From an optimization exercise on the open Yosys and OpenROAD flow, aimed at small area; shortcuts taken in it are not production practice. At most, simulation tests tie the RTL to the original design; equivalence was not proved. For run 6, only the layout was checked, not whether the RTL still works. Power and IR drop assume default switching activity.

<file path="design/flow/flow/run.sh">
#!/bin/bash
# Standard ORFS layout, but with plain buf_1 cells as the port buffers instead of the
# delay cells buffer_ports would otherwise pick. Full make output goes to standard.log.
set -euo pipefail
bash standard.sh "BUFFER_PORTS_ARGS=-buffer_cell sky130_fd_sc_hd__buf_1" finish > standard.log 2>&1
</file>
<file path="design/flow/standard.sh">
#!/bin/bash
# synth_recipe.tcl (not shown) runs the flow's synth.tcl, then flattens the netlist and writes it again
# the make line also repeats each setting of config.mk as NAME=value (left out here)
make -C /OpenROAD-flow-scripts/flow DESIGN_CONFIG=/design/flow/config.mk WORK_HOME=/design/flow/orfs CLKGATE_MAP_FILE= SYNTH_SCRIPT=/design/flow/synth_recipe.tcl "${@:-finish}"
</file>
<file path="design/flow/config.mk">
export PLATFORM = sky130hd
export DESIGN_NAME = AddRawFN
export DESIGN_NICKNAME = AddRawFN
export VERILOG_FILES = /design/flow/design.v
export SDC_FILE = /design/flow/constraint.sdc
export NUM_CORES = 4
export LEC_CHECK = 0
export ABC_AREA = 0
export CAP_MARGIN = 20
export CORE_MARGIN = 2
export CORE_UTILIZATION = 55
export CTS_CLUSTER_DIAMETER = 100
export CTS_CLUSTER_SIZE = 30
export GPL_TIMING_DRIVEN = 0
export SLEW_MARGIN = 20
export SYNTH_HIERARCHICAL = 1
export SYNTH_MINIMUM_KEEP_SIZE = 0
</file>
<file path="design/flow/constraint.sdc">
create_clock -name core_clock -period 4.0 [get_ports {clock}]
set_input_delay 0.8000 -clock core_clock [delete_from_list [all_inputs] [get_ports {clock}]]
set_output_delay 0.8000 -clock core_clock [all_outputs]
set_load 0.01 [all_outputs]
</file>
<file path="design/flow/design.v">
module AddRawFN(
  input         clock,
  input         reset,
  input         io_a_isNaN,
  input         io_a_isInf,
  input         io_a_isZero,
  input  [8:0]  io_a_exp,
  input  [22:0] io_a_sig,
  input         io_b_isNaN,
  input         io_b_isInf,
  input         io_b_isZero,
  input  [8:0]  io_b_exp,
  input  [22:0] io_b_sig,
  output        io_invalidExc,
  output        io_rawOut_isNaN,
  output        io_rawOut_isInf,
  output        io_rawOut_isZero,
  output [8:0]  io_rawOut_exp,
  output [22:0] io_rawOut_sig
);
  wire [3:0] flags;
  m_flags uf(io_a_isNaN, io_a_isInf, io_a_isZero, io_a_exp, io_a_sig,
             io_b_isNaN, io_b_isInf, io_b_isZero, io_b_exp, io_b_sig, flags);
  wire swap, swapn, swl, far, m24;
  wire [4:0] m, mn;
  wire [8:0] E;
  m_exp ue(io_a_exp, io_b_exp, swap, swapn, swl, m, mn, far, m24, E);
  wire [24:0] Xn;
  assign Xn[24] = swap;
  c_nor2 ux23(swap, io_b_sig[22], Xn[23]);
  c_o22ai ux1(swapn, io_a_sig[1], swap, io_b_sig[0], Xn[1]);
  c_nand2 ux0(swap, io_a_sig[0], Xn[0]);
  genvar i;
  generate for (i = 2; i <= 22; i = i + 1) begin : gx
    c_o22ai u(swapn, io_a_sig[i], swap, io_b_sig[i-1], Xn[i]);
  end endgenerate
  wire [24:0] y1;
  generate for (i = 0; i <= 8; i = i + 1) begin : gy1
    c_o22ai u(mn[4], Xn[i+16], m[4], Xn[i], y1[i]);
  end endgenerate
  generate for (i = 9; i <= 24; i = i + 1) begin : fy1
    c_nor2 u(m[4], Xn[i], y1[i]);
  end endgenerate
  wire [24:0] y2n;
  generate for (i = 0; i <= 16; i = i + 1) begin : gy2n
    c_o22ai u(mn[3], y1[i+8], m[3], y1[i], y2n[i]);
  end endgenerate
  generate for (i = 17; i <= 24; i = i + 1) begin : fy2n
    c_nand2 u(mn[3], y1[i], y2n[i]);
  end endgenerate
  wire [24:0] y3;
  generate for (i = 0; i <= 20; i = i + 1) begin : gy3
    c_o22ai u(mn[2], y2n[i+4], m[2], y2n[i], y3[i]);
  end endgenerate
  generate for (i = 21; i <= 24; i = i + 1) begin : fy3
    c_nor2 u(m[2], y2n[i], y3[i]);
  end endgenerate
  wire [24:0] y4n;
  generate for (i = 0; i <= 22; i = i + 1) begin : gy4n
    c_o22ai u(mn[1], y3[i+2], m[1], y3[i], y4n[i]);
  end endgenerate
  generate for (i = 23; i <= 24; i = i + 1) begin : fy4n
    c_nand2 u(mn[1], y3[i], y4n[i]);
  end endgenerate
  wire Tpre;
  m_sticky ust(m[4:1], m24, swl, Xn[15:0], y1[7:0], y2n[3:0], y3[1:0], Tpre);
  wire [22:0] L;
  m_lmux ulm(swl, io_a_sig, io_b_sig, L);
  reg [22:0] q_l;
  reg [24:0] q_yn;
  reg        q_m0, q_far, q_t;
  reg [8:0]  q_e;
  reg [3:0]  q_f;
  always @(posedge clock) begin
    q_l <= L;
    q_yn <= y4n;
    q_m0 <= m[0];
    q_far <= far;
    q_t <= Tpre;
    q_e <= E;
    q_f <= flags;
  end
  wire qpA = ~q_m0 | q_far;
  wire qpB = q_m0 | q_far;
  wire [24:0] y5;
  generate for (i = 0; i <= 23; i = i + 1) begin : gy5
    c_o22ai u(qpA, q_yn[i+1], qpB, q_yn[i], y5[i]);
  end endgenerate
  c_nor2 uy5(qpB, q_yn[24], y5[24]);
  wire [23:0] q_b = y5[24:1];
  wire q_g = y5[0];
  wire q_st = (q_t | (q_m0 & ~q_yn[0])) & ~q_far;
  wire [23:0] q_s;
  wire [11:0] q_c;
  m_badd ub({1'b1, q_l}, q_b, q_s, q_c);
  wire [22:0] F;
  wire [8:0] Eo;
  m_s2 u2(q_s, q_c, q_g, q_st, q_e, F, Eo);
  reg [35:0] p2, p3, p4, p5, p6;
  always @(posedge clock) begin
    p2 <= {q_f, Eo, F};
    p3 <= p2;
    p4 <= p3;
    p5 <= p4;
    p6 <= p5;
  end
  assign {io_invalidExc, io_rawOut_isNaN, io_rawOut_isInf, io_rawOut_isZero, io_rawOut_exp, io_rawOut_sig} = p6;
endmodule
module c_o22ai(input a1, a2, b1, b2, output y);
  assign y = ~((a1 | a2) & (b1 | b2));
endmodule
module c_nand2(input a, b, output y);
  assign y = ~(a & b);
endmodule
module c_nor2(input a, b, output y);
  assign y = ~(a | b);
endmodule
module m_flags(input an, ai, az, input [8:0] ae, input [22:0] as, input bn, bi, bz, input [8:0] be, input [22:0] bs,
               output [3:0] flags);
  wire sNaN_a = an & ~ai & ~az & (&ae[7:0]) & ~as[22] & (|as[21:0]);
  wire sNaN_b = bn & ~bi & ~bz & (&be[7:0]) & ~bs[22] & (|bs[21:0]);
  assign flags = {sNaN_a | sNaN_b | (ai & bz) | (az & bi), an | bn, ai | bi, az | bz};
endmodule
module m_exp(input [8:0] ae, be, output swap, swapn, swl, output [4:0] m, mn, output far, m24, output [8:0] E);
  wire [9:0] d = {1'b0, ae} - {1'b0, be};
  wire lt;
  m_cmp uc(ae, be, lt);
  assign swap = lt;
  assign swapn = ~lt;
  assign swl = d[9];
  wire [8:0] nd = ~d[8:0];
  assign far = d[9] ? (nd >= 9'd24) : (d[8:0] >= 9'd25);
  assign m24 = d[9] ? (nd == 9'd23) : (d[8:0] == 9'd24);
  wire [4:0] dl = d[4:0];
  genvar k;
  generate for (k = 0; k < 5; k = k + 1) begin : mx
    m_xx ux(dl[k], lt, m[k], mn[k]);
  end endgenerate
  assign E = d[9] ? be : ae;
endmodule
module m_xx(input d, s, output m, mn);
  assign m = d ^ s;
  assign mn = ~(d ^ s);
endmodule
module m_cmp(input [8:0] a, b, output lt);
  wire [8:0] l0 = ~a & b;
  wire [8:0] e0 = ~(a ^ b);
  wire [3:0] l1, e1;
  genvar k;
  generate for (k = 0; k < 4; k = k + 1) begin : t1
    assign l1[k] = l0[2*k+1] | (e0[2*k+1] & l0[2*k]);
    assign e1[k] = e0[2*k+1] & e0[2*k];
  end endgenerate
  wire [1:0] l2, e2;
  generate for (k = 0; k < 2; k = k + 1) begin : t2
    assign l2[k] = l1[2*k+1] | (e1[2*k+1] & l1[2*k]);
    assign e2[k] = e1[2*k+1] & e1[2*k];
  end endgenerate
  wire l3 = l2[1] | (e2[1] & l2[0]);
  wire e3 = e2[1] & e2[0];
  assign lt = l0[8] | (e0[8] & l3);
endmodule
module m_sticky(input [4:1] m, input m24, swap, input [15:0] xn, input [7:0] y1, input [3:0] y2n,
                input [1:0] y3, output t);
  wire x16 = ~(&xn[15:2]) | (~xn[1] & ~(m24 & ~swap)) | (~xn[0] & ~m24);
  wire [3:0] w;
  c_nor2 u0(y1[0], y1[1], w[0]);
  c_nor2 u1(y1[2], y1[3], w[1]);
  c_nor2 u2(y1[4], y1[5], w[2]);
  c_nor2 u3(y1[6], y1[7], w[3]);
  wire o8, o4, o2n, ta, tb;
  c_nand4 u4(w[0], w[1], w[2], w[3], o8);
  c_nand4 u5(y2n[0], y2n[1], y2n[2], y2n[3], o4);
  c_nor2 u6(y3[0], y3[1], o2n);
  c_a22oi u7(m[4], x16, m[3], o8, ta);
  m_st2 u8(m[2], o4, m[1], o2n, tb);
  c_nand2 u9(ta, tb, t);
endmodule
module m_st2(input m2, o4, m1, o2n, output y);
  assign y = ~((m2 & o4) | (m1 & ~o2n));
endmodule
module c_nand4(input a, b, c, d, output y);
  assign y = ~(a & b & c & d);
endmodule
module c_a22oi(input a1, a2, b1, b2, output y);
  assign y = ~((a1 & a2) | (b1 & b2));
endmodule
module m_lmux(input swap, input [22:0] as, bs, output [22:0] L);
  assign L = swap ? bs : as;
endmodule
module m_badd(input [23:0] A, B, output [23:0] s, output [11:0] c);
  genvar i;
  generate for (i = 0; i < 12; i = i + 1) begin : blk
    m_b2 u(A[2*i+1:2*i], B[2*i+1:2*i], s[2*i+1:2*i], c[i]);
  end endgenerate
endmodule
module m_b2(input [1:0] a, b, output [1:0] s, output c);
  wire g0 = a[0] & b[0];
  assign s[0] = a[0] ^ b[0];
  m_fa f(a[1], b[1], g0, s[1], c);
endmodule
module m_fa(input a, b, ci, output s, co);
  assign s = a ^ b ^ ci;
  assign co = (a & b) | (ci & (a | b));
endmodule
module m_s2(input [23:0] q_s, input [11:0] q_c, input q_g, q_st, input [8:0] q_e, output [22:0] F, output [8:0] Eo);
  wire [23:0] Vn;
  wire V24;
  m_s2v uv(q_s, q_c, q_g, q_st, Vn, V24);
  wire V24n = ~V24;
  genvar j;
  generate for (j = 0; j < 23; j = j + 1) begin : fm
    c_o22ai u(V24n, Vn[j+1], V24, Vn[j], F[j]);
  end endgenerate
  assign Eo = q_e + {8'h0, V24};
endmodule
module m_s2v(input [23:0] q_s, input [11:0] q_c, input q_g, q_st, output [23:0] Vn, output V24);
  wire [11:0] bp, gp, pp;
  genvar k;
  generate for (k = 0; k < 12; k = k + 1) begin : b
    assign bp[k] = q_s[2*k] & q_s[2*k+1];
  end endgenerate
  assign gp[1] = 1'b0; assign pp[1] = 1'b1;
  generate for (k = 1; k < 11; k = k + 1) begin : pf
    assign gp[k+1] = q_c[k] | (bp[k] & gp[k]);
    assign pp[k+1] = bp[k] & pp[k];
  end endgenerate
  wire gpt = q_c[11] | (bp[11] & gp[11]);
  wire ppt = bp[11] & pp[11];
  wire up0 = q_g & (q_st | q_s[0]);
  wire up1 = q_s[0] & (q_g | q_st | q_s[1]);
  wire ovf = gpt | (ppt & q_c[0]);
  wire rnz = ovf ? up1 : up0;
  wire [1:0] r0 = ovf ? {up1, 1'b0} : {1'b0, up0};
  wire co0 = q_c[0] | (bp[0] & rnz);
  wire [1:0] v0 = q_s[1:0] + r0;
  assign Vn[1:0] = ~v0;
  generate for (k = 1; k < 12; k = k + 1) begin : inc
    wire ci = gp[k] | (pp[k] & co0);
    assign Vn[2*k] = ~(q_s[2*k] ^ ci);
    assign Vn[2*k+1] = ~(q_s[2*k+1] ^ (ci & q_s[2*k]));
  end endgenerate
  assign V24 = gpt | (ppt & co0);
endmodule
</file>
==> results of run 1 <==
[stage by stage]
stage | power, mW | worst slack (ns) | utilization, %
after detailed placement | 4.56 | -0.722 | 60.4
after CTS | 5.85 | -0.00733 | 62.9
final | 5.88 | 0.227 | 63.9
after floorplan | 4.09 | 0.0477 | -
after global routing | 6.16 | -0.0160 | 63.9
after global placement | 4.50 | -1.24 | 59.8
[area by class of cell]
class	instances	share of cell area, %
clock inverters	1	0.299
repair buffers	117	4.93
repair inverters	1	0.0747
plain buffers	3	0.299
clock buffers	13	3.24
flip-flops and latches	244	48.6
multi-input cells	484	38.2
well taps	216	2.69
inverters	42	1.61
[flip-flops by register name, indices dropped and copies added (netlist names)]
name	count
p2	36
p3	36
p4	36
p5	36
p6	36
q_yn	25
q_l	23
q_e	9
q_f	4
q_far	1
q_m0	1
q_t	1
[repair_timing]
action                                  4_1_cts  5_1_grt
setup buffers                                 0        7
hold buffers                                  0        0
endpoints found under the setup margin       34       28
pin swaps                                     2        6
cloned                                        0        6
resized for setup                            10        9
hold endpoints to repair                      0        0
[worst max path at each step]
stage | startpoint | endpoint | slack (ns) | cells after the start
finish | io_b_exp[0] | q_t | 0.23 | 15
global route | q_far | p2[31] | -0.02 | 14
CTS | q_m0 | p2[31] | -0.007 | 14
detailed placement | q_far | p2[31] | -0.72 | 14
global placement | io_a_exp[2] | q_t | -1.24 | 13
floorplan | q_far | p2[31] | 0.05 | 14
[where the power goes]
group,leakage [nW],switching (mW),total (mW),internal [mW]
clock network,0.172,0.684,1.28,0.598
registers,2.06,0.178,3.14,2.96
logic,1.85,0.905,1.45,0.550
[metal layers]
layer  global-route usage [%]  wire length, µm  part of all wire [%]  up-vias
li1                         -                -                     -     3137
met1                     30.2             9140                    44     3043
met2                     38.9             9870                    47      235
met3                     3.69             1050                   5.1       47
met4                     8.79              750                   3.6        2
met5                        0               16                 0.077        -
[critical path, delay by kind of cell]
kind	cells	cell delay (ns)
AOI/OAI and AO/OA	6	1.34
xor gates and xnor gates	2	0.78
adders and majority gates	2	0.63
buffers and inverters	3	0.32
and+or+nand+nor	2	0.23
==> impl_metrics.json, run 1 <==
{
  "place.gp.congestion": 0.917,
  "clkSinkCount": 244,
  "end_kind": "flip-flop",
  "slew_headroom_pct": 41.0,
  "grt_pass1_vias": 6216,
  "final-seq-area_um2": 4890,
  "via_per_inst": 5.77,
  "root_buffer": "clkbuf_16",
  "r2r-end": "p2[31]",
  "grt_usage_pct": 23.2,
  "min_path_type": "reg -> reg",
  "nets": 1033,
  "drive_gt1_share_pct": 12.2,
  "critPathKind": "in -> reg",
  "worstReg2RegStart": "q_far",
  "clock_latency_ns": 0.46,
  "layout_commonest_cell": "dfxtp_1",
  "start_kind": "input pin",
  "design.core.area_um2": 15700,
  "status": "complete, no violations",
  "die_h_um": 130,
  "r2r_cells": 14,
  "p_leak_nw": 4.08,
  "dp_hpwl_um": 15100,
  "most-common-layout-cells": "dfxtp_1 (243), o22ai_1 (141), buf_1 (106)",
  "setup_violations": 0,
  "die_w_um": 130,
  "synth_area_per_cell_um2": 11.4,
  "cts_tree": "built",
  "worstPathRequired_ns": 4.32,
  "antenna_left": 0,
  "ir_drop_mv": 0.362,
  "numPortBuffers": 106,
  "routedWlPerCell_um": 18.6,
  "drtPass1Iterations": 5,
  "worst_hold_startpoint": "p4[16]",
  "finalCritPeriodShare_pct": 94.3,
  "syn_area_um2": 8720,
  "io_pins": 108,
  "syn2layout_area_growth_pct": 15.2,
  "grt_start_max_net_pins": 37,
  "antenna_found_initial": 1,
  "cts_made_buffers": 12,
  "final_cell_area_um2": 10000,
  "tns_ns": 0,
  "wl_um": 20800,
  "p_per_area_nw_per_um2": 585,
  "start_util_pct": 55.5,
  "critPathMaxFanout": 9,
  "rrSetupSlack_ns": 0.24,
  "drv_slew": 0,
  "multi_input_area_um2": 3840,
  "crit_top_cell": "o22ai_1",
  "syn_inst": 768,
  "fin_crit_ns": 3.77,
  "yosys_warnings": 7,
  "dp_cells": 1094,
  "cts_buffer_depth": 3,
  "synth_fp_nets": 896,
  "drtIter0Drc": 369,
  "drv_cap": 0,
  "finalHoldViolCount": 0,
  "min_path_cells": 0,
  "post_dp_cell_area_um2": 9490,
  "die-area_um2": 16900,
  "stdcell_count": 1121,
  "clk_pin_slew_ns": 0.10,
  "fin_hold_ws_ns": 0.328,
  "grt_overflow": 0,
  "hold_end": "p5[16]",
  "fillers": 1218,
  "antenna_cells": 0,
  "critical_path.slowest_cell": "xnor2_2",
  "max_stage_delay_ns": 0.50,
  "grt_pass1_wl_um": 31000,
  "worstPathArrival_ns": 4.10,
  "worstMarginPinSlew_ns": 0.881,
  "drc": 0,
  "fmax_mhz": 265,
  "rows": 46,
  "vias": 6464,
  "path_cells": "buf_1 -> ha_1 -> inv_1 -> fa_1 -> a21o_1 -> a21oi_1 -> xnor2_2 -> xnor2_2 -> o22ai_1 -> o22ai_1 -> o22ai_1 -> nor2_1 -> inv_1 -> a22oi_2 -> nand2_1",
  "skew_ns": 0.0240,
  "cts_max_level": 1
}
==> run 2, diff against run 1 <==
--- a/design/flow/config.mk
+++ b/design/flow/config.mk
@@ -9,8 +9,9 @@
 export CAP_MARGIN = 20
 export CORE_MARGIN = 2
 export CORE_UTILIZATION = 55
-export CTS_CLUSTER_DIAMETER = 100
-export CTS_CLUSTER_SIZE = 30
+export CTS_BUF_LIST = sky130_fd_sc_hd__clkbuf_8
+export CTS_CLUSTER_DIAMETER = 60
+export CTS_CLUSTER_SIZE = 20
 export GPL_TIMING_DRIVEN = 0
 export SLEW_MARGIN = 20
 export SYNTH_HIERARCHICAL = 1
==> run 2 against run 1 <==
Against the previous run:
- synthesized area stayed put
- die area stayed put
- critical path type unchanged
- highest routed layer is now met4
- critical endpoint unchanged
- non-clock buffer count is 3 lower
- clock power is 18% lower
- largest power group unchanged
- still clean on timing, DRC and antenna
==> impl_metrics.json, run 2 <==
{
  "status": "complete, no violations",
  "clock_latency_ns": 0.50,
  "final_util_pct": 63.1,
  "switching_share_pct": 30.8,
  "multi_input_area_um2": 3830,
  "grt_usage_pct": 23.3,
  "skew_ns": 0.0214,
  "clk_pin_slew_ns": 0.11,
  "cts_tree": "built",
  "setup_violations": 0,
  "cts_buffer_depth": 3,
  "final-seq-area_um2": 4890,
  "layout_commonest_cell": "dfxtp_1",
  "syn_inst": 768,
  "die_h_um": 130,
  "antenna_cells": 0,
  "numPortBuffers": 106,
  "syn2layout_area_growth_pct": 13.7,
  "start_kind": "input pin",
  "grt_pass1_vias": 6287,
  "drc": 0,
  "grt_overflow": 0,
  "seqPwrFrac_pct": 55.7,
  "dp_hpwl_um": 15100,
  "critPathKind": "in -> reg",
  "syn_area_um2": 8720,
  "grt_pass1_wl_um": 31200,
  "root_buffer": "clkbuf_8",
  "drv_cap": 0,
  "drtIter0Drc": 342,
  "wl_um": 20800,
  "path_cells": "buf_1 -> inv_1 -> ha_1 -> nand3_1 -> a211oi_1 -> a211o_4 -> clkinvlp_4 -> o22ai_1 -> o22ai_1 -> o22ai_1 -> o22ai_1 -> nor2_1 -> inv_1 -> a22oi_2 -> nand2_1",
  "drtPass1Iterations": 5,
  "antenna_left": 0,
  "worstPathArrival_ns": 4.19,
  "io_pins": 108,
  "critPathMaxFanout": 19,
  "rows": 46,
  "finalHoldViolCount": 0,
  "design.core.area_um2": 15700,
  "worstReg2RegStart": "q_far",
  "p_per_area_nw_per_um2": 569,
  "yosys_warnings": 7,
  "worstPathRequired_ns": 4.39,
  "p_leak_nw": 4.02,
  "start_util_pct": 55.5,
  "comb_power_share_pct": 25.7,
  "grt_start_max_net_pins": 37,
  "end_kind": "flip-flop",
  "fmax_mhz": 263,
  "critical_path.slowest_cell": "a211oi_1",
  "p_clk_share_pct": 18.7,
  "via_per_inst": 5.78,
  "finalCritPeriodShare_pct": 95.1,
  "slew_headroom_pct": 41.7,
  "clkSinkCount": 244,
  "critPathLaunch": "io_a_exp[7]",
  "cts_made_buffers": 16,
  "fillers": 1243,
  "routedWlPerCell_um": 18.5,
  "synth_fp_nets": 896,
  "cts_max_level": 1,
  "drive_gt1_share_pct": 12.3,
  "min_path_type": "reg -> reg",
  "fin_hold_ws_ns": 0.333,
  "antenna_found_initial": 0,
  "crit_top_cell": "o22ai_1",
  "worstMarginPinSlew_ns": 0.870,
  "place.gp.congestion": 0.917,
  "synth_area_per_cell_um2": 11.4,
  "drv_slew": 0,
  "die-area_um2": 16900,
  "vias": 6487,
  "nets": 1034,
  "worst_hold_startpoint": "p5[30]",
  "postCtsHoldBufs": 0,
  "p_int_mw": 3.91,
  "ir_drop_mv": 0.328,
  "max_stage_delay_ns": 0.51,
  "fin_crit_ns": 3.80,
  "most-common-layout-cells": "dfxtp_1 (242), o22ai_1 (141), buf_1 (106)",
  "power.net_switching_mw": 1.74,
  "die_w_um": 130
}
run 2: layout make-up:
type	instances	share of cell area (%)
Buffer	3	0.303
Clock buffer	17	2.36
Clock inverter	1	0.164
Inverter	42	1.63
Multi-Input combinational cell	484	38.7
Sequential cell	244	49.3
Tap cell	216	2.73
Timing Repair Buffer	114	4.77
Timing Repair inverter	1	0.0757
run 2: metrics by stage:
| stage | instance area (µm²) | setup TNS [ns] | cells | total power [mW] | setup WS (ns) |
|---|---|---|---|---|---|
| after floorplan | 8730 | 0 | 768 | 4.09 | 0.0477 |
| after global placement | 9390 | -37.80 | 1090 | 4.50 | -1.24 |
| after detailed placement | 9490 | -19.65 | 1094 | 4.56 | -0.722 |
| after CTS | 9780 | 0 | 1112 | 5.63 | 0.0000648 |
| after global routing | 9910 | -0.0125 | 1122 | 5.93 | -0.0125 |
| final | 9910 | 0 | 1122 | 5.64 | 0.197 |
run 2: power by group through the flow:
stage / clock, mW / combinational [mW] / sequential, mW
final: 1.05 / 1.45 / 3.14
after global placement: 0 / 1.33 / 3.17
after floorplan: 0 / 0.914 / 3.17
after global routing: 1.17 / 1.57 / 3.19
after detailed placement: 0 / 1.36 / 3.20
after CTS: 1.09 / 1.39 / 3.15
run 2: what timing repair did:
item,CTS,global route
buffers inserted,0,4
pin swaps,2,6
gates resized for setup,10,9
gates cloned,0,6
setup endpoints to repair,34,29
run 2: critical path: cells and delay by family:
family          cells  cell delay [ns]
buf+inv             4             0.66
fa+ha+maj           1             0.30
simple gates        3             0.32
compound gates      7             2.08
run 2: path summary, 6_finish.rpt:
| kind | end | slack (ns) | depth (start not counted) |
|---|---|---|---|
| worst max-delay path | q_t | 0.20 | 15 |
| worst min-delay path | p6[30] | 0.33 | 0 |
| worst max register to register | p2[31] | 0.21 | 15 |
| worst min register to register | p6[30] | 0.33 | 0 |
run 2: routing by layer:
layer	up-vias	global-route usage, %	wire [µm]	part of all wire, %
met3	48	2.83	941	4.5
met1	3075	30.3	9090	44
met4	0	8.10	736	3.5
li1	3153	-	-	-
met2	211	40.4	10000	48
met5	-	0	0	0
==> run 3, diff against run 2 <==
--- a/design/flow/design.v
+++ b/design/flow/design.v
@@ -64,15 +64,18 @@
   end endgenerate
   wire Tpre;
   m_sticky ust(m[4:1], m24, swl, Xn[15:0], y1[7:0], y2n[3:0], y3[1:0], Tpre);
-  wire [22:0] L;
-  m_lmux ulm(swl, io_a_sig, io_b_sig, L);
-  reg [22:0] q_l;
+  wire [22:0] Ln;
+  wire swln = ~swl;
+  generate for (i = 0; i <= 22; i = i + 1) begin : gl
+    c_o22ai u(swln, io_b_sig[i], swl, io_a_sig[i], Ln[i]);
+  end endgenerate
+  reg [22:0] q_ln;
   reg [24:0] q_yn;
   reg        q_m0, q_far, q_t;
   reg [8:0]  q_e;
   reg [3:0]  q_f;
   always @(posedge clock) begin
-    q_l <= L;
+    q_ln <= Ln;
     q_yn <= y4n;
     q_m0 <= m[0];
     q_far <= far;
@@ -92,7 +95,7 @@
   wire q_st = (q_t | (q_m0 & ~q_yn[0])) & ~q_far;
   wire [23:0] q_s;
   wire [11:0] q_c;
-  m_badd ub({1'b1, q_l}, q_b, q_s, q_c);
+  m_badd ub({1'b0, q_ln}, q_b, q_s, q_c);
   wire [22:0] F;
   wire [8:0] Eo;
   m_s2 u2(q_s, q_c, q_g, q_st, q_e, F, Eo);
@@ -185,16 +188,14 @@
 module c_a22oi(input a1, a2, b1, b2, output y);
   assign y = ~((a1 & a2) | (b1 & b2));
 endmodule
-module m_lmux(input swap, input [22:0] as, bs, output [22:0] L);
-  assign L = swap ? bs : as;
-endmodule
-module m_badd(input [23:0] A, B, output [23:0] s, output [11:0] c);
+module m_badd(input [23:0] An, B, output [23:0] s, output [11:0] c);
   genvar i;
   generate for (i = 0; i < 12; i = i + 1) begin : blk
-    m_b2 u(A[2*i+1:2*i], B[2*i+1:2*i], s[2*i+1:2*i], c[i]);
-  end endgenerate
-endmodule
-module m_b2(input [1:0] a, b, output [1:0] s, output c);
+    m_b2 u(An[2*i+1:2*i], B[2*i+1:2*i], s[2*i+1:2*i], c[i]);
+  end endgenerate
+endmodule
+module m_b2(input [1:0] an, b, output [1:0] s, output c);
+  wire [1:0] a = ~an;
   wire g0 = a[0] & b[0];
   assign s[0] = a[0] ^ b[0];
   m_fa f(a[1], b[1], g0, s[1], c);
--- a/design/flow/config.mk
+++ b/design/flow/config.mk
@@ -12,7 +12,7 @@
 export CTS_BUF_LIST = sky130_fd_sc_hd__clkbuf_8
 export CTS_CLUSTER_DIAMETER = 60
 export CTS_CLUSTER_SIZE = 20
-export GPL_TIMING_DRIVEN = 0
+export GPL_TIMING_DRIVEN = 1
 export SLEW_MARGIN = 20
 export SYNTH_HIERARCHICAL = 1
 export SYNTH_MINIMUM_KEEP_SIZE = 0
==> run 3 against run 2 <==
Against the previous run:
- still clean
- synthesized area shrank 0.50%
- global-route usage increased by 1.3 points
- setup slack better by 0.0055 ns
- critical endpoint is now p2[31]
- largest cell class unchanged
==> impl_metrics.json, run 3 <==
{
  "fmax_mhz": 263,
  "finalHoldViolCount": 0,
  "critPathMaxFanout": 11,
  "p_per_area_nw_per_um2": 597,
  "io_pins": 108,
  "status": "complete, no violations",
  "rows": 45,
  "r2r_cells": 15,
  "end_kind": "flip-flop",
  "dp_slack_ns": 0.00198,
  "layout_commonest_cell": "dfxtp_1",
  "synth_fp_nets": 919,
  "fin_crit_ns": 3.80,
  "yosys_warnings": 7,
  "cts_buffer_depth": 3,
  "path_cells": "nand2b_2 -> buf_4 -> o22ai_1 -> ha_1 -> fa_1 -> nand4_1 -> nor2_1 -> nand4_1 -> o31ai_2 -> a211o_2 -> ha_1 -> ha_1 -> and4_1 -> nand4_1 -> xnor2_1",
  "final_cell_area_um2": 9900,
  "start_util_pct": 56.6,
  "most-common-layout-cells": "dfxtp_1 (244), o22ai_1 (164), buf_1 (106)",
  "dp_hpwl_um": 15900,
  "root_buffer": "clkbuf_8",
  "wl_um": 20600,
  "cts_tree": "built",
  "die_w_um": 130,
  "drtIter0Drc": 495,
  "syn2layout_area_growth_pct": 14.1,
  "clock_latency_ns": 0.49,
  "cts_made_buffers": 16,
  "worstPathRequired_ns": 4.39,
  "drv_cap": 0,
  "grt_usage_pct": 24.6,
  "fillers": 1216,
  "tns_ns": 0,
  "final-seq-area_um2": 4880,
  "start_kind": "flip-flop",
  "grt_start_max_net_pins": 36,
  "grt_pass1_wl_um": 32900,
  "numPortBuffers": 106,
  "syn_area_um2": 8670,
  "syn_inst": 791,
  "post_dp_cell_area_um2": 9560,
  "critical_path.slowest_cell": "fa_1",
  "p_leak_nw": 4.10,
  "via_per_inst": 5.82,
  "finalCritPeriodShare_pct": 94.9,
  "nets": 1067,
  "die-area_um2": 16800,
  "worst_slack_ns": 0.203,
  "multi_input_area_um2": 3570,
  "antenna_cells": 0,
  "die_h_um": 130,
  "worstMarginPinSlew_ns": 0.680,
  "design.core.area_um2": 15300,
  "antenna_found_initial": 0,
  "drv_slew": 0,
  "clk_pin_slew_ns": 0.10,
  "drtPass1Iterations": 6,
  "vias": 6704,
  "synth_area_per_cell_um2": 11.0,
  "max_stage_delay_ns": 0.57,
  "setup_violations": 0,
  "min_path_type": "reg -> reg",
  "slew_headroom_pct": 54.6,
  "antenna_left": 0,
  "drive_gt1_share_pct": 9.35,
  "postCtsHoldBufs": 0,
  "worstPathArrival_ns": 4.18,
  "ir_drop_mv": 0.288,
  "grt_pass1_vias": 6536,
  "skew_ns": 0.0133,
  "drc": 0,
  "critPathKind": "reg -> reg",
  "routedWlPerCell_um": 17.9,
  "postCtsSetupRepairBufs": 0,
  "place.gp.congestion": 0.946,
  "clkSinkCount": 244,
  "grt_overflow": 0,
  "min_path_cells": 0,
  "cts_max_level": 1,
  "grt_setup_unrepaired": "no"
}
-- run 3: through the flow --
| stage | utilization (%) | hold WS, ns | power (mW) | cells |
|---|---|---|---|---|
| 6_report | 64.6 | 0.336 | 5.91 | 1152 |
| 5_1_grt | 64.6 | 0.343 | 6.22 | 1152 |
| 4_1_cts | 64.4 | 0.334 | 5.91 | 1152 |
| 3_5_place_dp | 62.4 | 0.312 | 4.74 | 1132 |
| 3_3_place_gp | 62.4 | 0.310 | 4.67 | 1132 |
| 2_1_floorplan | - | 0.310 | 4.18 | 791 |
-- run 3: final timing paths --
check         from     end  slack [ns]
max          q_far  p2[31]        0.20
min          p5[0]   p6[0]        0.34
max reg2reg  q_far  p2[31]        0.20
min reg2reg  p5[0]   p6[0]        0.34
-- run 3: per-layer routing --
metal | GRT usage, % | part of all wire [%] | vias to the layer above
li1 | - | - | 3228
met1 | 32.4 | 44 | 3180
met3 | 2.52 | 4.7 | 35
met4 | 8.73 | 3.0 | 0
met2 | 42.3 | 48 | 261
met5 | 0 | 0 | -
-- run 3: cell type report --
type                    instances  share of cell area, %
multi-input cells             479                   36.1
repair buffers                131                   6.30
clock buffers                  17                   2.36
flip-flops and latches        244                   49.4
inverters                      67                   2.54
clock inverters                 3                  0.695
well taps                     211                   2.67
-- run 3: critical path: cells and delay by family (launching register included) --
kind / cells / cell delay, ns
adders and majority gates: 4 / 1.18
and+or+nand+nor: 6 / 1.23
DFF: 1 / 0.37
xor gates and xnor gates: 1 / 0.14
AOI/OAI and AO/OA: 3 / 0.59
buffers and inverters: 1 / 0.18
-- run 3: timing repair --
item                                   in CTS  in global routing
endpoints found under the hold margin       0                  0
pin swaps                                   0                  1
setup endpoints to repair                   1                 22
gates resized for setup                     2                  6
-- run 3: power by group --
| group | internal, mW | total [mW] | leakage [nW] | switching [mW] |
|---|---|---|---|---|
| Sequential | 3.02 | 3.20 | 2.06 | 0.188 |
| Combinational | 0.573 | 1.52 | 1.89 | 0.942 |
| Clock | 0.523 | 1.19 | 0.155 | 0.663 |
| Total | 4.11 | 5.91 | 4.10 | 1.79 |
==> run 4, diff against run 3 <==
--- a/design/flow/config.mk
+++ b/design/flow/config.mk
@@ -12,7 +12,7 @@
 export CTS_BUF_LIST = sky130_fd_sc_hd__clkbuf_8
 export CTS_CLUSTER_DIAMETER = 60
 export CTS_CLUSTER_SIZE = 20
-export GPL_TIMING_DRIVEN = 1
+export GPL_TIMING_DRIVEN = 0
 export SLEW_MARGIN = 20
 export SYNTH_HIERARCHICAL = 1
 export SYNTH_MINIMUM_KEEP_SIZE = 0
==> run 4 against run 3 <==
Against the previous run:
- non-clock buffer count fell by 16
- utilization fell by 0.16 points
- sequential power barely moved
- register-to-register slack got worse by 0.03 ns
- largest cell class unchanged
- via count fell by 3.1%
- global-route usage fell by 1.7 points
- fmax fell by 1.4%
- routed wire length fell by 5.0%
- critical path type is now in -> reg
- first-iteration DRC count rose by 3.4%
==> impl_metrics.json, run 4 <==
{
  "comb_power_share_pct": 25.2,
  "nets": 1055,
  "worstPathRequired_ns": 4.40,
  "skew_ns": 0.0256,
  "fin_crit_ns": 3.85,
  "rows": 45,
  "critPathKind": "in -> reg",
  "worstMarginPinSlew_ns": 0.854,
  "min_path_type": "reg -> reg",
  "drc": 0,
  "grt_usage_pct": 22.9,
  "worst_hold_startpoint": "p5[35]",
  "end_kind": "flip-flop",
  "seqPwrFrac_pct": 54.6,
  "cts_max_level": 1,
  "rrSetupSlack_ns": 0.17,
  "worstPathArrival_ns": 4.26,
  "via_per_inst": 5.70,
  "synth_fp_nets": 919,
  "start_kind": "input pin",
  "worstReg2RegStart": "q_m0",
  "grt_pass1_vias": 6234,
  "p_leak_nw": 4.07,
  "final_util_pct": 64.5,
  "grt_start_max_net_pins": 37,
  "clkSinkCount": 244,
  "vias": 6499,
  "routedWlPerCell_um": 17.2,
  "syn2layout_area_growth_pct": 13.8,
  "wl_um": 19600,
  "drtIter0Drc": 512,
  "p_per_area_nw_per_um2": 593,
  "switching_share_pct": 31.0,
  "dp_hpwl_um": 14900,
  "dp_slack_ns": -0.683,
  "status": "complete, no violations",
  "cts_tree": "built",
  "fmax_mhz": 260,
  "most-common-layout-cells": "dfxtp_1 (242), o22ai_1 (164), buf_1 (106)",
  "die_h_um": 130,
  "antenna_cells": 0,
  "syn_area_um2": 8670,
  "synth_area_per_cell_um2": 11.0,
  "worst_slack_ns": 0.147,
  "drv_cap": 0,
  "total_power_mw": 5.86,
  "critPathMaxFanout": 26,
  "grt_pass1_wl_um": 30700,
  "cts_buffer_depth": 3,
  "root_buffer": "clkbuf_8",
  "clock_latency_ns": 0.50,
  "start_util_pct": 56.6,
  "design.core.area_um2": 15300,
  "antenna_left": 0,
  "slew_headroom_pct": 42.7,
  "drive_gt1_share_pct": 9.04,
  "numPortBuffers": 106,
  "critPathLaunch": "io_b_exp[0]",
  "io_pins": 108,
  "dp_cells": 1112,
  "yosys_warnings": 7,
  "cts_made_buffers": 17,
  "drv_slew": 0,
  "clk_pin_slew_ns": 0.11,
  "p_int_mw": 4.04,
  "power.net_switching_mw": 1.81,
  "ir_drop_mv": 0.253,
  "grt_overflow": 0,
  "die_w_um": 130,
  "syn_inst": 791,
  "finalCritPeriodShare_pct": 96.3,
  "grt_setup_unrepaired": "yes",
  "setup_violations": 0,
  "die-area_um2": 16800,
  "layout_commonest_cell": "dfxtp_1",
  "antenna_found_initial": 0,
  "p_clk_share_pct": 20.2,
  "place.gp.congestion": 0.927,
  "drtPass1Iterations": 5,
  "finalHoldViolCount": 0,
  "stdcell_count": 1140
}
-- run 4: metal layers --
layer	GRT usage (%)	part of all wire (%)
met5	0	0
met4	7.21	2.6
met3	3.10	5.4
met2	39.2	47
met1	30.2	45
-- run 4: timing repair --
item | CTS | global route
setup endpoints to repair | 33 | 40
setup buffers | 0 | 4
pin swaps | 1 | 4
cloned | 1 | 2
hold buffers | 0 | 0
gates resized for setup | 10 | 6
endpoints found under the hold margin | 0 | 0
-- run 4: worst max-delay path: stages --
cell	delay (ns)
buf_1	0.18
ha_1	0.20
inv_1	0.07
fa_1	0.41
a21o_1	0.23
a21oi_1	0.27
xnor2_1	0.43
xor2_4	0.58
o22ai_1	0.22
o22ai_1	0.31
o22ai_1	0.18
nor2_1	0.13
inv_1	0.05
a22oi_2	0.13
nand2_1	0.06
-- run 4: worst paths after layout --
path | to | depth (start not counted)
max | q_t | 15
min reg2reg | p6[35] | 0
min | p6[35] | 0
max reg2reg | p2[3] | 13
-- run 4: stage by stage --
step / hold WS, ns / TNS (ns) / area (µm²)
6_report: 0.328 / 0 / 9870
3_5_place_dp: 0.312 / -16.84 / 9440
3_3_place_gp: 0.310 / -31.40 / 9340
5_1_grt: 0.337 / -0.0533 / 9870
2_1_floorplan: 0.310 / 0 / 8680
4_1_cts: 0.332 / -0.00355 / 9800
-- run 4: cell type report --
type                    instances  area [µm²]
flip-flops and latches        244        4890
clock inverters                 4        70.1
multi-input cells             482        3680
clock buffers                  17         234
well taps                     211         264
inverters                      67         251
repair buffers                114         473
plain buffers                   1        7.51
fillers                      1223        5440
-- run 4: power groups by stage --
stage / clock [mW] / sequential (mW) / combinational (mW)
2_1_floorplan: 0 / 3.24 / 0.949
3_3_place_gp: 0 / 3.23 / 1.37
3_5_place_dp: 0 / 3.26 / 1.42
4_1_cts: 1.22 / 3.20 / 1.44
5_1_grt: 1.32 / 3.25 / 1.62
6_report: 1.18 / 3.20 / 1.48
==> run 5, diff against run 4 <==
--- a/design/flow/config.mk
+++ b/design/flow/config.mk
@@ -9,9 +9,9 @@
 export CAP_MARGIN = 20
 export CORE_MARGIN = 2
 export CORE_UTILIZATION = 55
-export CTS_BUF_LIST = sky130_fd_sc_hd__clkbuf_8
-export CTS_CLUSTER_DIAMETER = 60
-export CTS_CLUSTER_SIZE = 20
+export CTS_BUF_LIST = sky130_fd_sc_hd__clkbuf_4 sky130_fd_sc_hd__clkbuf_8
+export CTS_CLUSTER_DIAMETER = 50
+export CTS_CLUSTER_SIZE = 16
 export GPL_TIMING_DRIVEN = 0
 export SLEW_MARGIN = 20
 export SYNTH_HIERARCHICAL = 1
==> run 5 against run 4 <==
Against the previous run:
- critical path depth stayed put
- routed wire length rose by 0.52%
- final area is 0.79% higher
- still clean on timing, DRC and antenna
- highest routed layer unchanged
- synthesized area unchanged
==> impl_metrics.json, run 5 <==
{
  "grt_start_max_net_pins": 37,
  "antenna_cells": 0,
  "path_cells": "buf_1 -> ha_1 -> inv_1 -> fa_1 -> a21o_1 -> a21oi_1 -> xnor2_1 -> xor2_4 -> o22ai_1 -> o22ai_1 -> o22ai_1 -> nor2_1 -> inv_1 -> a22oi_2 -> nand2_1",
  "cp_num_cells": 15,
  "cts_buffer_depth": 3,
  "end_kind": "flip-flop",
  "worstPathRequired_ns": 4.40,
  "syn_inst": 791,
  "grt_pass1_wl_um": 31300,
  "die_h_um": 130,
  "clock_latency_ns": 0.50,
  "grt_usage_pct": 23.4,
  "critical_path.slowest_cell": "xor2_4",
  "grt_pass1_vias": 6326,
  "status": "complete, no violations",
  "syn_area_um2": 8670,
  "vias": 6602,
  "numPortBuffers": 106,
  "wl_um": 19700,
  "yosys_warnings": 7,
  "antenna_left": 0,
  "design.core.area_um2": 15300,
  "drv_cap": 0,
  "cts_tree": "built",
  "cts_made_buffers": 21,
  "rows": 45,
  "io_pins": 108,
  "p_leak_nw": 4.12,
  "critPathKind": "in -> reg",
  "root_buffer": "clkbuf_8",
  "max_stage_delay_ns": 0.58,
  "place.gp.congestion": 0.927,
  "die-area_um2": 16800,
  "layout_commonest_cell": "dfxtp_1",
  "synth_area_per_cell_um2": 11.0,
  "cts_max_level": 1,
  "multi_input_area_um2": 3680,
  "finalCritPeriodShare_pct": 95.9,
  "worstMarginPinSlew_ns": 0.851,
  "critPathMaxFanout": 26,
  "most-common-layout-cells": "dfxtp_1 (242), o22ai_1 (164), buf_1 (106)",
  "synth_fp_nets": 919,
  "die_w_um": 130,
  "grt_overflow": 0,
  "r2r_cells": 13,
  "finalHoldViolCount": 0,
  "clk_pin_slew_ns": 0.09,
  "skew_ns": 0.0145,
  "fmax_mhz": 261,
  "drv_slew": 0,
  "start_util_pct": 56.6,
  "ir_drop_mv": 0.268,
  "grt_setup_unrepaired": "yes",
  "clkSinkCount": 244,
  "crit_family": "compound AO/OA/AOI/OAI gates",
  "crit_top_cell": "o22ai_1",
  "drc": 0,
  "routedWlPerCell_um": 17.2,
  "postCtsHoldBufs": 0,
  "drtPass1Iterations": 7,
  "p_per_area_nw_per_um2": 594,
  "crit_buf_inv": 3,
  "final-seq-area_um2": 4890,
  "fin_crit_ns": 3.84,
  "start_kind": "input pin",
  "worst_slack_ns": 0.163,
  "fillers": 1206,
  "drtIter0Drc": 435,
  "min_path_type": "reg -> reg",
  "slew_headroom_pct": 42.9,
  "nets": 1064,
  "syn2layout_area_growth_pct": 14.7,
  "drive_gt1_share_pct": 9.91,
  "antenna_found_initial": 0,
  "setup_violations": 0,
  "tns_ns": 0,
  "min_path_cells": 0,
  "dp_hpwl_um": 14900,
  "dp_slack_ns": -0.683,
  "worstPathArrival_ns": 4.24,
  "total_power_mw": 5.91,
  "via_per_inst": 5.75
}
run 5: through the flow:
stage                     cells  util [%]  cell area (µm²)  hold WS (ns)
after floorplan             791         -             8680         0.310
after global placement     1108      61.0             9340         0.310
after detailed placement   1112      61.6             9440         0.312
after CTS                  1140      64.3             9850         0.319
after global routing       1149      65.0             9950         0.319
final                      1149      65.0             9950         0.323
run 5: layer usage:
metal | part of all wire (%) | GRT usage (%) | up-vias | wire, µm
met5 | 0 | 0 | - | 0
met4 | 3.4 | 8.92 | 0 | 680
met3 | 5.4 | 3.26 | 56 | 1070
met2 | 46 | 39.4 | 272 | 9130
met1 | 45 | 30.8 | 3049 | 8850
li1 | - | - | 3225 | -
run 5: where the power goes:
| part | internal (mW) | leakage (nW) | switching (mW) |
|---|---|---|---|
| Sequential | 3.02 | 2.06 | 0.178 |
| Combinational | 0.554 | 1.89 | 0.930 |
| Clock | 0.503 | 0.177 | 0.731 |
| Total | 4.07 | 4.12 | 1.84 |
run 5: area by class of cell:
| type | instances | share of cell area, % |
|---|---|---|
| Clock buffer | 21 | 2.91 |
| Inverter | 67 | 2.53 |
| Tap cell | 211 | 2.65 |
| Buffer | 1 | 0.0755 |
| Multi-Input combinational cell | 482 | 37.0 |
| Sequential cell | 244 | 49.1 |
| Timing Repair Buffer | 119 | 5.13 |
| Clock inverter | 4 | 0.553 |
run 5: final timing paths:
check                   start  endpoint  slack (ns)
setup / recovery  io_b_exp[0]       q_t        0.16
setup reg to reg         q_m0     p2[3]        0.23
hold / removal         p2[10]    p3[10]        0.32
hold reg to reg        p2[10]    p3[10]        0.32
run 5: repair_timing:
item | CTS | global route
pin swaps | 2 | 4
setup endpoints to repair | 33 | 41
cloned | 3 | 0
gates resized for setup | 11 | 5
hold endpoints to repair | 0 | 0
setup buffers | 0 | 9
run 5: worst reg2reg max path, cell delays in order, from the launching register on:
cell     delay, ns
dfxtp_2       0.37
or2_4         0.33
o22ai_1       0.14
ha_1          0.19
fa_1          0.48
a31oi_2       0.26
nand2_1       0.13
and3_1        0.21
o21ai_2       0.22
o31ai_4       0.13
a211o_4       0.35
buf_4         0.15
inv_1         0.47
o22ai_1       0.20
==> run 6, diff against run 5 <==
--- a/design/flow/design.v
+++ b/design/flow/design.v
@@ -126,8 +126,7 @@
 endmodule
 module m_exp(input [8:0] ae, be, output swap, swapn, swl, output [4:0] m, mn, output far, m24, output [8:0] E);
   wire [9:0] d = {1'b0, ae} - {1'b0, be};
-  wire lt;
-  m_cmp uc(ae, be, lt);
+  wire lt = d[9];
   assign swap = lt;
   assign swapn = ~lt;
   assign swl = d[9];
@@ -144,24 +143,6 @@
 module m_xx(input d, s, output m, mn);
   assign m = d ^ s;
   assign mn = ~(d ^ s);
-endmodule
-module m_cmp(input [8:0] a, b, output lt);
-  wire [8:0] l0 = ~a & b;
-  wire [8:0] e0 = ~(a ^ b);
-  wire [3:0] l1, e1;
-  genvar k;
-  generate for (k = 0; k < 4; k = k + 1) begin : t1
-    assign l1[k] = l0[2*k+1] | (e0[2*k+1] & l0[2*k]);
-    assign e1[k] = e0[2*k+1] & e0[2*k];
-  end endgenerate
-  wire [1:0] l2, e2;
-  generate for (k = 0; k < 2; k = k + 1) begin : t2
-    assign l2[k] = l1[2*k+1] | (e1[2*k+1] & l1[2*k]);
-    assign e2[k] = e1[2*k+1] & e1[2*k];
-  end endgenerate
-  wire l3 = l2[1] | (e2[1] & l2[0]);
-  wire e3 = e2[1] & e2[0];
-  assign lt = l0[8] | (e0[8] & l3);
 endmodule
 module m_sticky(input [4:1] m, input m24, swap, input [15:0] xn, input [7:0] y1, input [3:0] y2n,
                 input [1:0] y3, output t);
--- a/design/flow/config.mk
+++ b/design/flow/config.mk
@@ -9,9 +9,9 @@
 export CAP_MARGIN = 20
 export CORE_MARGIN = 2
 export CORE_UTILIZATION = 55
-export CTS_BUF_LIST = sky130_fd_sc_hd__clkbuf_4 sky130_fd_sc_hd__clkbuf_8
-export CTS_CLUSTER_DIAMETER = 50
-export CTS_CLUSTER_SIZE = 16
+export CTS_BUF_LIST = sky130_fd_sc_hd__clkbuf_8
+export CTS_CLUSTER_DIAMETER = 60
+export CTS_CLUSTER_SIZE = 20
 export GPL_TIMING_DRIVEN = 0
 export SLEW_MARGIN = 20
 export SYNTH_HIERARCHICAL = 1
==> run 6 against run 5 <==
Against the previous run:
- still clean on timing, DRC and antenna
- via count fell by 1.0%
- utilization up 0.85 points
- clock power decreased by 11%
- clock-buffer cell count down 2
- hold slack better by 0.0049 ns
- total power grew 1.3%
- synthesized area down 2.2%
- die area decreased by 2.1%
- setup slack improved by 0.037 ns
- clock skew increased by 0.0061 ns
- first-iteration DRC count down 2.5%
- largest power group unchanged
- highest routed layer unchanged
==> impl_metrics.json, run 6 <==
{
  "clock_latency_ns": 0.49,
  "routedWlPerCell_um": 17.7,
  "status": "complete, no violations",
  "hold_end": "p3[12]",
  "antenna_left": 0,
  "worst_hold_startpoint": "p2[12]",
  "fillers": 1209,
  "crit_buf_inv": 0,
  "rrSetupSlack_ns": 0.20,
  "crit_family": "simple AND/OR/NAND/NOR gates",
  "grt_usage_pct": 23.0,
  "grt_overflow": 0,
  "worstPathRequired_ns": 4.38,
  "design.core.area_um2": 15100,
  "fmax_mhz": 263,
  "cp_num_cells": 14,
  "r2r_cells": 14,
  "final_cell_area_um2": 9970,
  "drive_gt1_share_pct": 12.1,
  "drv_cap": 0,
  "ir_drop_mv": 0.290,
  "start_kind": "flip-flop",
  "max_stage_delay_ns": 0.56,
  "syn_area_um2": 8480,
  "critical_path.slowest_cell": "fa_1",
  "numPortBuffers": 106,
  "place.gp.congestion": 0.930,
  "grt_pass1_vias": 6062,
  "cts_max_level": 1,
  "dp_hpwl_um": 14300,
  "finalHoldViolCount": 0,
  "finalCritPeriodShare_pct": 95.0,
  "rows": 45,
  "die-area_um2": 16400,
  "synth_area_per_cell_um2": 11.0,
  "end_kind": "flip-flop",
  "io_pins": 108,
  "fin_crit_ns": 3.80,
  "path_cells": "or2_4 -> o22ai_1 -> ha_1 -> fa_1 -> nand4_1 -> nor3_4 -> nand4_1 -> o31ai_4 -> a211o_4 -> ha_1 -> ha_1 -> and4_1 -> nand4_1 -> xnor2_1",
  "post_dp_cell_area_um2": 9340,
  "via_per_inst": 5.88,
  "wl_um": 19700,
  "skew_ns": 0.0206,
  "start_util_pct": 56.0,
  "min_path_type": "reg -> reg",
  "syn_inst": 772,
  "min_path_cells": 0,
  "r2r-end": "p2[31]",
  "slew_headroom_pct": 18.4,
  "postCtsHoldBufs": 0,
  "root_buffer": "clkbuf_8",
  "critPathMaxFanout": 7,
  "setup_violations": 0,
  "clk_pin_slew_ns": 0.11,
  "synth_fp_nets": 892,
  "cts_made_buffers": 16,
  "antenna_cells": 0,
  "die_w_um": 128,
  "syn2layout_area_growth_pct": 17.5,
  "die_h_um": 128,
  "grt_pass1_wl_um": 30200,
  "drtPass1Iterations": 5,
  "layout_commonest_cell": "dfxtp_1",
  "vias": 6536,
  "fin_hold_ws_ns": 0.328,
  "cts_tree": "built",
  "grt_start_max_net_pins": 33,
  "worstReg2RegStart": "q_m0",
  "drv_slew": 0,
  "p_per_area_nw_per_um2": 601,
  "cts_buffer_depth": 3,
  "nets": 1041,
  "drtIter0Drc": 424,
  "worstPathArrival_ns": 4.18,
  "clkSinkCount": 244,
  "final_util_pct": 65.8,
  "most-common-layout-cells": "dfxtp_1 (242), o22ai_1 (154), buf_1 (105)",
  "antenna_found_initial": 1,
  "critPathKind": "reg -> reg",
  "tns_ns": 0,
  "p_leak_nw": 4.02,
  "yosys_warnings": 7,
  "drc": 0,
  "worstMarginPinSlew_ns": 1.22
}
==> run 6: worst reg2reg max path, stage by stage (launching register included) <==
cell and delay [ns]:
dfxtp_2 0.44, or2_4 0.22, o22ai_1 0.09, ha_1 0.22, fa_1 0.56, nand4_1 0.20, nor3_4 0.28, nand4_1 0.21
o31ai_4 0.36, a211o_4 0.20, ha_1 0.20, ha_1 0.22, and4_1 0.23, nand4_1 0.13, xnor2_1 0.14
==> run 6: timing repair <==
item	in CTS	in global routing
buffers inserted	4	11
setup endpoints to repair	81	41
pin swaps	3	6
cloned	5	3
resized for setup	15	8
==> run 6: routing by layer <==
metal	vias up	wire (µm)	track usage, %
met5	-	0	0
met4	0	632	8.79
met3	41	961	3.34
met2	233	9560	39.4
met1	3092	8520	29.5
li1	3170	-	-
==> run 6: area by class of cell <==
cell class                 instances  area [µm²]  share of cell area [%]
inverter                          57         238                    2.39
tap                              188         235                    2.36
timing repair inverter             1        7.51                  0.0753
multi-input combinational        475        3720                    37.3
buffer                             3        38.8                   0.389
clock buffer                      19         262                    2.62
timing repair buffer             123         567                    5.69
clock inverter                     1        16.3                   0.163
sequential                       244        4890                    49.0
==> run 6: how the worst max path moves through the flow <==
stage | slack, ns | end | start
4_1_cts | 0.02 | q_t | io_b_exp[4]
5_1_grt | -0.03 | p2[31] | q_far
6_report | 0.20 | p2[31] | q_m0
3_3_place_gp | -1.35 | q_yn[5] | io_b_exp[4]
3_5_place_dp | -1.48 | q_t | io_b_exp[4]
2_1_floorplan | -0.22 | q_t | io_b_exp[4]
==> run 6: power by group <==
group	internal (mW)	switching (mW)
Sequential	3.06	0.185
Combinational	0.641	1.01
Clock	0.433	0.656
Total	4.14	1.85
==> run 6: through the flow <==
stage                     total power [mW]  setup slack [ns]  instances
after floorplan                       4.31            -0.215        772
after global placement                4.75             -1.35       1066
after detailed placement              4.80             -1.48       1068
after CTS                             5.92            0.0240       1097
after global routing                  6.31           -0.0277       1111
final                                 5.99             0.201       1111
==> run 7, diff against run 6 <==
--- a/design/flow/design.v
+++ b/design/flow/design.v
@@ -23,14 +23,17 @@
              io_b_isNaN, io_b_isInf, io_b_isZero, io_b_exp, io_b_sig, flags);
   wire swap, swapn, swl, far, m24;
   wire [4:0] m, mn;
-  wire [8:0] E;
-  m_exp ue(io_a_exp, io_b_exp, swap, swapn, swl, m, mn, far, m24, E);
+  m_exp ue(io_a_exp, io_b_exp, swap, swapn, swl, m, mn, far, m24);
+  wire [8:0] En;
+  genvar i;
+  generate for (i = 0; i <= 8; i = i + 1) begin : ge
+    c_o22ai u(~swl, io_b_exp[i], swl, io_a_exp[i], En[i]);
+  end endgenerate
   wire [24:0] Xn;
   assign Xn[24] = swap;
   c_nor2 ux23(swap, io_b_sig[22], Xn[23]);
   c_o22ai ux1(swapn, io_a_sig[1], swap, io_b_sig[0], Xn[1]);
   c_nand2 ux0(swap, io_a_sig[0], Xn[0]);
-  genvar i;
   generate for (i = 2; i <= 22; i = i + 1) begin : gx
     c_o22ai u(swapn, io_a_sig[i], swap, io_b_sig[i-1], Xn[i]);
   end endgenerate
@@ -72,7 +75,7 @@
   reg [22:0] q_ln;
   reg [24:0] q_yn;
   reg        q_m0, q_far, q_t;
-  reg [8:0]  q_e;
+  reg [8:0]  q_en;
   reg [3:0]  q_f;
   always @(posedge clock) begin
     q_ln <= Ln;
@@ -80,7 +83,7 @@
     q_m0 <= m[0];
     q_far <= far;
     q_t <= Tpre;
-    q_e <= E;
+    q_en <= En;
     q_f <= flags;
   end
   wire qpA = ~q_m0 | q_far;
@@ -98,7 +101,7 @@
   m_badd ub({1'b0, q_ln}, q_b, q_s, q_c);
   wire [22:0] F;
   wire [8:0] Eo;
-  m_s2 u2(q_s, q_c, q_g, q_st, q_e, F, Eo);
+  m_s2 u2(q_s, q_c, q_g, q_st, q_en, F, Eo);
   reg [35:0] p2, p3, p4, p5, p6;
   always @(posedge clock) begin
     p2 <= {q_f, Eo, F};
@@ -124,25 +127,44 @@
   wire sNaN_b = bn & ~bi & ~bz & (&be[7:0]) & ~bs[22] & (|bs[21:0]);
   assign flags = {sNaN_a | sNaN_b | (ai & bz) | (az & bi), an | bn, ai | bi, az | bz};
 endmodule
-module m_exp(input [8:0] ae, be, output swap, swapn, swl, output [4:0] m, mn, output far, m24, output [8:0] E);
+module m_exp(input [8:0] ae, be, output swap, swapn, swl, output [4:0] m, mn, output far, m24);
   wire [9:0] d = {1'b0, ae} - {1'b0, be};
-  wire lt = d[9];
+  wire lt;
+  m_cmp uc(ae, be, lt);
   assign swap = lt;
   assign swapn = ~lt;
   assign swl = d[9];
-  wire [8:0] nd = ~d[8:0];
-  assign far = d[9] ? (nd >= 9'd24) : (d[8:0] >= 9'd25);
-  assign m24 = d[9] ? (nd == 9'd23) : (d[8:0] == 9'd24);
+  wire [8:0] m9 = d[8:0] ^ {9{d[9]}};
+  wire hi = |m9[8:5];
+  assign far = hi | (m9[4] & m9[3] & (d[9] | (|m9[2:0])));
+  assign m24 = ~hi & (d[9] ? (m9[4:0] == 5'b10111) : (m9[4:0] == 5'b11000));
   wire [4:0] dl = d[4:0];
   genvar k;
   generate for (k = 0; k < 5; k = k + 1) begin : mx
     m_xx ux(dl[k], lt, m[k], mn[k]);
   end endgenerate
-  assign E = d[9] ? be : ae;
 endmodule
 module m_xx(input d, s, output m, mn);
   assign m = d ^ s;
   assign mn = ~(d ^ s);
+endmodule
+module m_cmp(input [8:0] a, b, output lt);
+  wire [8:0] l0 = ~a & b;
+  wire [8:0] e0 = ~(a ^ b);
+  wire [3:0] l1, e1;
+  genvar k;
+  generate for (k = 0; k < 4; k = k + 1) begin : t1
+    assign l1[k] = l0[2*k+1] | (e0[2*k+1] & l0[2*k]);
+    assign e1[k] = e0[2*k+1] & e0[2*k];
+  end endgenerate
+  wire [1:0] l2, e2;
+  generate for (k = 0; k < 2; k = k + 1) begin : t2
+    assign l2[k] = l1[2*k+1] | (e1[2*k+1] & l1[2*k]);
+    assign e2[k] = e1[2*k+1] & e1[2*k];
+  end endgenerate
+  wire l3 = l2[1] | (e2[1] & l2[0]);
+  wire e3 = e2[1] & e2[0];
+  assign lt = l0[8] | (e0[8] & l3);
 endmodule
 module m_sticky(input [4:1] m, input m24, swap, input [15:0] xn, input [7:0] y1, input [3:0] y2n,
                 input [1:0] y3, output t);
@@ -185,7 +207,14 @@
   assign s = a ^ b ^ ci;
   assign co = (a & b) | (ci & (a | b));
 endmodule
-module m_s2(input [23:0] q_s, input [11:0] q_c, input q_g, q_st, input [8:0] q_e, output [22:0] F, output [8:0] Eo);
+module m_eones(input [8:0] en, output [8:0] P);
+  assign P[0] = 1'b1;
+  genvar j;
+  generate for (j = 1; j < 9; j = j + 1) begin : p
+    assign P[j] = P[j-1] & ~en[j-1];
+  end endgenerate
+endmodule
+module m_s2(input [23:0] q_s, input [11:0] q_c, input q_g, q_st, input [8:0] q_en, output [22:0] F, output [8:0] Eo);
   wire [23:0] Vn;
   wire V24;
   m_s2v uv(q_s, q_c, q_g, q_st, Vn, V24);
@@ -194,7 +223,11 @@
   generate for (j = 0; j < 23; j = j + 1) begin : fm
     c_o22ai u(V24n, Vn[j+1], V24, Vn[j], F[j]);
   end endgenerate
-  assign Eo = q_e + {8'h0, V24};
+  wire [8:0] P;
+  m_eones ueo(q_en, P);
+  generate for (j = 0; j < 9; j = j + 1) begin : ei
+    assign Eo[j] = ~(q_en[j] ^ (V24 & P[j]));
+  end endgenerate
 endmodule
 module m_s2v(input [23:0] q_s, input [11:0] q_c, input q_g, q_st, output [23:0] Vn, output V24);
   wire [11:0] bp, gp, pp;
--- a/design/flow/config.mk
+++ b/design/flow/config.mk
@@ -12,7 +12,7 @@
 export CTS_BUF_LIST = sky130_fd_sc_hd__clkbuf_8
 export CTS_CLUSTER_DIAMETER = 60
 export CTS_CLUSTER_SIZE = 20
-export GPL_TIMING_DRIVEN = 0
+export GPL_TIMING_DRIVEN = 1
 export SLEW_MARGIN = 20
 export SYNTH_HIERARCHICAL = 1
 export SYNTH_MINIMUM_KEEP_SIZE = 0
==> run 7 against run 6 <==
Against the previous run:
- final cell count grew 5.6%
- routed wire length shrank 4.6%
- clock power increased by 4%
- die area up 1.3%
- synthesized area rose by 1.3%
- critical endpoint is now p2[6]
- register-to-register slack improved by 0.08 ns
- sequential share of layout area grew 0.42 points
- largest cell class unchanged
- combinational power decreased by 11%
- utilization decreased by 1.1 points
==> impl_metrics.json, run 7 <==
{
  "layout_commonest_cell": "dfxtp_1",
  "nets": 1084,
  "syn2layout_area_growth_pct": 14.9,
  "yosys_warnings": 7,
  "critPathKind": "reg -> reg",
  "antenna_found_initial": 0,
  "tns_ns": 0,
  "status": "complete, no violations",
  "drv_slew": 0,
  "busiest_layer": "met2",
  "postCtsSetupRepairBufs": 0,
  "syn_inst": 792,
  "clk_pin_slew_ns": 0.11,
  "multi_input_area_um2": 3440,
  "root_buffer": "clkbuf_8",
  "design.core.area_um2": 15300,
  "slew_headroom_pct": 56.6,
  "final-seq-area_um2": 4880,
  "synth_fp_nets": 918,
  "via_per_inst": 5.60,
  "start_kind": "flip-flop",
  "antenna_left": 0,
  "use_met1_pct": 30.2,
  "numPortBuffers": 106,
  "cts_made_buffers": 17,
  "cts_tree": "built",
  "worstPathArrival_ns": 4.14,
  "fin_crit_ns": 3.72,
  "drc": 0,
  "met2_usage_pct": 38.7,
  "routedWlPerCell_um": 16.0,
  "use_met3_pct": 3.41,
  "rows": 45,
  "grt_overflow": 0,
  "most-common-layout-cells": "dfxtp_1 (244), o22ai_1 (175), buf_1 (106)",
  "grt_pass1_wl_um": 30400,
  "grt_pass1_vias": 6177,
  "end_kind": "flip-flop",
  "die_w_um": 129,
  "setup_violations": 0,
  "fmax_mhz": 269,
  "p_leak_nw": 4.06,
  "antenna_cells": 0,
  "p_per_area_nw_per_um2": 592,
  "worstMarginPinSlew_ns": 0.650,
  "grt_usage_pct": 22.7,
  "clkSinkCount": 244,
  "drv_cap": 0,
  "io_pins": 108,
  "drive_gt1_share_pct": 9.67,
  "fillers": 1230,
  "ir_drop_mv": 0.308,
  "grt_start_max_net_pins": 33,
  "grt_setup_unrepaired": "no",
  "synth_area_per_cell_um2": 10.9,
  "die_h_um": 129,
  "fin_hold_ws_ns": 0.322,
  "place.gp.congestion": 0.958,
  "drtPass1Iterations": 5,
  "die-area_um2": 16600,
  "cts_max_level": 1,
  "drtIter0Drc": 384,
  "min_path_type": "reg -> reg",
  "worstPathRequired_ns": 4.42,
  "clock_latency_ns": 0.50,
  "wl_um": 18800,
  "vias": 6568,
  "critPathMaxFanout": 24,
  "finalHoldViolCount": 0,
  "skew_ns": 0.0168,
  "dp_hpwl_um": 14800,
  "start_util_pct": 56.3,
  "finalCritPeriodShare_pct": 93.0,
  "cts_buffer_depth": 3,
  "syn_area_um2": 8590
}
## run 7: final cells by class
class,count,area share [%]
clock buffers,17,2.37
clock inverters,6,0.507
inverters,72,2.77
multi-input cells,474,34.8
flip-flops and latches,244,49.5
well taps,211,2.67
repair buffers,149,7.42
## run 7: critical path, stage by stage, from the launching register on
cell	delay (ns)
dfxtp_1	0.37
nand2b_1	0.16
buf_12	0.17
o22ai_1	0.09
ha_1	0.22
fa_1	0.50
buf_4	0.12
nand4_1	0.15
nor4_1	0.31
buf_4	0.19
nand2_1	0.07
o22ai_1	0.23
a31o_2	0.22
a31o_2	0.22
clkinvlp_4	0.33
o22ai_1	0.30
## run 7: where the power goes
group / switching, mW / leakage [nW] / internal [mW]
sequential: 0.185 / 2.06 / 3.06
combinational: 0.897 / 1.85 / 0.572
clock: 0.711 / 0.156 / 0.416
## run 7: final timing paths
kind              startpoint  endpoint  slack [ns]  cells past startpoint
setup / recovery       q_far     p2[6]        0.28                     15
hold / removal        q_f[3]    p2[35]        0.32                      0
setup reg to reg       q_far     p2[6]        0.28                     15
hold reg to reg       q_f[3]    p2[35]        0.32                      0
## run 7: metal layers
metal	wire, µm	vias up
li1	-	3239
met1	8510	3036
met2	8750	260
met3	1110	33
met4	391	0
met5	0	-
## run 7: what timing repair did
item / 4_1_cts / 5_1_grt
hold buffers: 0 / 0
gates cloned: 0 / 0
gates resized for setup: 1 / 3
endpoints found under the setup margin: 1 / 26
## run 7: metrics by stage
| stage | area, µm² | utilization [%] | setup slack (ns) | cells | total power [mW] |
|---|---|---|---|---|---|
| floorplan | 8600 | - | 0.106 | 792 | 4.23 |
| global placement | 9580 | 62.8 | 0.0326 | 1150 | 4.71 |
| detailed placement | 9580 | 62.8 | -0.0178 | 1150 | 4.75 |
| CTS | 9870 | 64.7 | 0.0633 | 1173 | 5.86 |
| global route | 9880 | 64.7 | 0.0423 | 1173 | 6.21 |
| finish | 9880 | 64.7 | 0.281 | 1173 | 5.84 |

-- port drivers added, routing unchanged --
No port has a modelled driver above. Below, the same layouts with a new extraction and two added sets of constraints. Step 1, drivers: a clkbuf_16 drives clock and a buf_2 each remaining input, both assumed. Step 2 times the ports against the registers' clock, not the clock port: input delays grow and output delays shrink by t, the midpoint of the rising clock arrivals with the driver on. a / b / c = no drivers / after step 1 / after step 2; a / b = the first two.
| run | t (ns) | setup slack, ns | cell pins on the clock port's net |
|---|---|---|---|
| run 1 | 0.498 | 0.227 / 0.239 / -0.246 | 1 |
| run 2 | 0.532 | 0.197 / 0.212 / -0.319 | 1 |
| run 3 | 0.530 | 0.203 / 0.203 / 0.044 | 1 |
| run 4 | 0.536 | 0.147 / 0.170 / -0.366 | 1 |
| run 5 | 0.539 | 0.163 / 0.186 / -0.353 | 1 |
| run 6 | 0.522 | 0.201 / 0.201 / -0.296 | 1 |
| run 7 | 0.528 | 0.281 / 0.281 / -0.019 | 1 |
With both steps, setup timing fails in 6 of these runs, where it was met with ideal ports.
